Background: an optimization exercise with open tools, aiming at small area and a short achievable clock period. Do not read the settings as production practice.
Where RTL was checked, it was by simulation tests only, not by an equivalence proof against the original.

// alu_top
module alu_top (
    input             clk,
    input      [15:0] a,
    input      [15:0] b,
    input      [2:0]  opcode,
    input      [1:0]  mode,
    output reg [31:0] result,
    output reg        eq
);
    reg [15:0] a_q;
    reg [15:0] b_q;
    reg [2:0]  opcode_q;
    reg [1:0]  mode_q;
    wire [31:0] alu_out;
    wire        alu_eq;
    ALU u_alu (.a(a_q), .b(b_q), .opcode(opcode_q), .mode(mode_q),
               .outALU(alu_out), .eq(alu_eq));
    always @(posedge clk) begin
        a_q      <= a;
        b_q      <= b;
        opcode_q <= opcode;
        mode_q   <= mode;
        result   <= alu_out;
        eq       <= alu_eq;
    end
endmodule
Size in the first run: roughly 2,200 cells after synthesis, roughly 71 I/O pins, about 20,000 µm² of cells after synthesis.
export LEC_CHECK = 0
export ABC_AREA = 0
export ABC_CLOCK_PERIOD_IN_PS = 20000
export CAP_MARGIN = 20
export CORE_MARGIN = 2
export CORE_UTILIZATION = 70
export PLACE_DENSITY = 0.8
export SLEW_MARGIN = 20
export SYNTH_HIERARCHICAL = 1
export SYNTH_MINIMUM_KEEP_SIZE = 0
create_clock -name core_clock -period 90.0 [get_ports {clk}]
standard.sh (not shown) runs the stock make flow with config.mk's settings and CLKGATE_MAP_FILE= SYNTH_SCRIPT=/design/flow/synth_recipe.tcl, a recipe that flattens the netlist after the stock synthesis.
==> flow/flow/run.sh <==
#!/bin/bash
# Standard layout with two changes in how it is made (clock and constraints unchanged):
#  - ports are buffered with the smallest buffer, which the resizer upsizes where needed;
#  - the resizer's setup repair aims at a period close to what the I/O paths allow.
set -euo pipefail
export SETUP_SLACK_MARGIN=71.3
export BUFFER_PORTS_ARGS="-buffer_cell sky130_fd_sc_hd__buf_1"
bash standard.sh > standard_flow.log 2>&1
==> next run, changes <==
--- a/flow/flow/run.sh
+++ b/flow/flow/run.sh
@@ -5,3 +5,3 @@
 set -euo pipefail
-export SETUP_SLACK_MARGIN=71.3
+export SETUP_SLACK_MARGIN=70.9
 export BUFFER_PORTS_ARGS="-buffer_cell sky130_fd_sc_hd__buf_1"
What happened:
- The changed run ran to the end with no violations
- design area fell by 2.0%
- register-to-register slack degrades by 380 ps
- wire length fell by 4.2%
- synthesized cell count stays the same
- sequential cell count is unchanged
- core utilization fell by 1.6 points

---

Another version of the RTL of alu_top (not shown whole).
Size in the first run: roughly 2500 cells after synthesis, ~71 I/O pins, ~22000 µm² of cells after synthesis.
clock: 90.0 ns
lec_check: 0
abc_area: 0
abc_clock_period_in_ps: 20000
cap_margin: 20
core_margin: 2
core_utilization: 70
place_density: 0.8
slew_margin: 20
synth_hierarchical: 1
synth_minimum_keep_size: 0
run.sh (not shown) runs the stock make flow with config.mk's settings and CLKGATE_MAP_FILE= SYNTH_SCRIPT=/design/flow/synth_recipe.tcl, a recipe that flattens the netlist after the stock synthesis.
Stock flow here: none of the scripts above is used.
Rerun with:
==> flow/flow/run.sh (new file) <==
#!/bin/bash
# Standard layout, with the resizer's setup repair aimed at a period close to
# what the design's I/O paths allow (the clock and constraints are unchanged).
set -euo pipefail
export SETUP_SLACK_MARGIN=70.6
bash standard.sh > standard_flow.log 2>&1
==> flow/standard.sh (new file) <==
#!/bin/bash
# synth_recipe.tcl (not shown) runs the flow's synth.tcl, then flattens the netlist and writes it again
# the make line also repeats each setting of config.mk as NAME=value (left out here)
make -C /OpenROAD-flow-scripts/flow DESIGN_CONFIG=/design/flow/config.mk WORK_HOME=/design/flow/orfs CLKGATE_MAP_FILE= SYNTH_SCRIPT=/design/flow/synth_recipe.tcl "${@:-finish}"
removed: flow/run.sh
Effect: The new run finished with timing, DRC and antenna clean; synthesized area stays the same; cell count goes up by 0.55%; wire length goes up by 1.2%; fmax goes up by 6.6%; cell area goes up by 1.1%.
Rerun with:
==> flow/flow/run.sh (replaced) <==
#!/bin/bash
# Standard layout with two changes in how it is made (clock and constraints unchanged):
#  - ports are buffered with the smallest buffer, which the resizer upsizes where needed;
#  - the resizer's setup repair aims at a period close to what the I/O paths allow.
set -euo pipefail
export SETUP_SLACK_MARGIN=71.1
export BUFFER_PORTS_ARGS="-buffer_cell sky130_fd_sc_hd__buf_1"
bash standard.sh > standard_flow.log 2>&1
Global-route usage is higher by 0.41 points.
Sequential share of layout area grows by 0.15 points.
Wire length barely changes.
No functional check of the RTL was part of any run of this note.

---

## v6
alu_top with an RTL version that a note above also has.
Size in the first run: ~2200 cells after synthesis, roughly 20000 sq um of cells after synthesis.
==> flow/design.v (excerpt) <==
module alu_top (
    input             clk,
    input      [15:0] a,
    input      [15:0] b,
    input      [2:0]  opcode,
    input      [1:0]  mode,
    output reg [31:0] result,
    output reg        eq
);
==> flow/config.mk <==
export PLATFORM = sky130hd
export DESIGN_NAME = alu_top
export DESIGN_NICKNAME = alu_top
export VERILOG_FILES = /design/flow/design.v
export SDC_FILE = /design/flow/constraint.sdc
export NUM_CORES = 4
export LEC_CHECK = 0
export ABC_AREA = 0
export ABC_CLOCK_PERIOD_IN_PS = 20000
export CAP_MARGIN = 20
export CORE_MARGIN = 2
export CORE_UTILIZATION = 70
export PLACE_DENSITY = 0.8
export SLEW_MARGIN = 20
export SYNTH_HIERARCHICAL = 1
export SYNTH_MINIMUM_KEEP_SIZE = 0
==> flow/constraint.sdc <==
create_clock -name core_clock -period 90.0 [get_ports {clk}]
set_input_delay 18.0000 -clock core_clock [delete_from_list [all_inputs] [get_ports {clk}]]
set_output_delay 18.0000 -clock core_clock [all_outputs]
set_load 0.01 [all_outputs]
standard.sh (not shown) runs the stock make flow with config.mk's settings and CLKGATE_MAP_FILE= SYNTH_SCRIPT=/design/flow/synth_recipe.tcl, a recipe that flattens the netlist after the stock synthesis.
==> flow/flow/run.sh <==
#!/bin/bash
# Standard layout with two changes in how it is made (clock and constraints unchanged):
#  - ports are buffered with the smallest buffer, which the resizer upsizes where needed;
#  - the resizer's setup repair aims at a period close to what the I/O paths allow.
set -euo pipefail
export SETUP_SLACK_MARGIN=70.75
export BUFFER_PORTS_ARGS="-buffer_cell sky130_fd_sc_hd__buf_1"
bash standard.sh > standard_flow.log 2>&1
The following lists how v7 was set up differently from v6:
==> flow/flow/run.sh <==
#!/bin/bash
# Standard layout with two changes in how it is made (clock and constraints unchanged):
#  - ports are buffered with the smallest buffer, which the resizer upsizes where needed;
#  - the resizer's setup repair aims at a period close to what the I/O paths allow.
set -euo pipefail
export SETUP_SLACK_MARGIN=70.6
export BUFFER_PORTS_ARGS="-buffer_cell sky130_fd_sc_hd__buf_1"
bash standard.sh > standard_flow.log 2>&1
Notes after the runs:
[compare] base=v6 new=v7: wire length of the first global-routing pass increased by 0.88% relative to the old numbers.
[compare] base=v6 new=v7: count of buffers added by post-CTS timing repair for setup moved up, cell area moved down.
Cell count: v7 lower than v6
Side by side, final worst hold slack turned out lower in v7 than in v6.
Count of vias placed by the detailed router delta (v7 − v6): favourable

-- afterwards: timing with drivers on the ports --
How much do the figures lean on ideal ports? The routed layouts below were timed once more, with nothing changed but the port constraints. Step 1: set_driving_cell puts a clkbuf_16 on clk and a buf_2 on each other input, an assumption about the parent block. Step 2 times the ports against the registers' clock, not the clock port: input delays grow and output delays shrink by t, the midpoint of the rising clock arrivals with the driver on. Three values: ideal ports, drivers, drivers and shift; two values: the first two.
run | t (ns) | slack for setup (ns) | clock arrival spread, ns | worst register clock-pin slew, ns | pins driven straight from the clock port
the first run of note 1 | 0.387 | 71.164 / 71.127 / 71.513 | 0.007 / 0.007 | 0.07 / 0.07 | 1
the second run of note 1 | 0.384 | 71.107 / 71.067 / 71.401 | 0.008 / 0.008 | 0.07 / 0.07 | 1
the first run of note 2 | 0.388 | 69.503 / 69.503 / 69.503 | 0.011 / 0.010 | 0.06 / 0.06 | 1
the second run of note 2 | 0.388 | 70.775 / 70.734 / 71.122 | 0.010 / 0.010 | 0.06 / 0.06 | 1
the third run of note 2 | 0.403 | 71.146 / 71.098 / 71.501 | 0.023 / 0.023 | 0.08 / 0.08 | 1
v6 | 0.381 | 71.077 / 71.037 / 71.287 | 0.008 / 0.009 | 0.06 / 0.06 | 1
v7 | 0.392 | 71.039 / 71.000 / 71.248 | 0.012 / 0.013 | 0.07 / 0.07 | 1
After both steps every run listed still meets setup and hold.
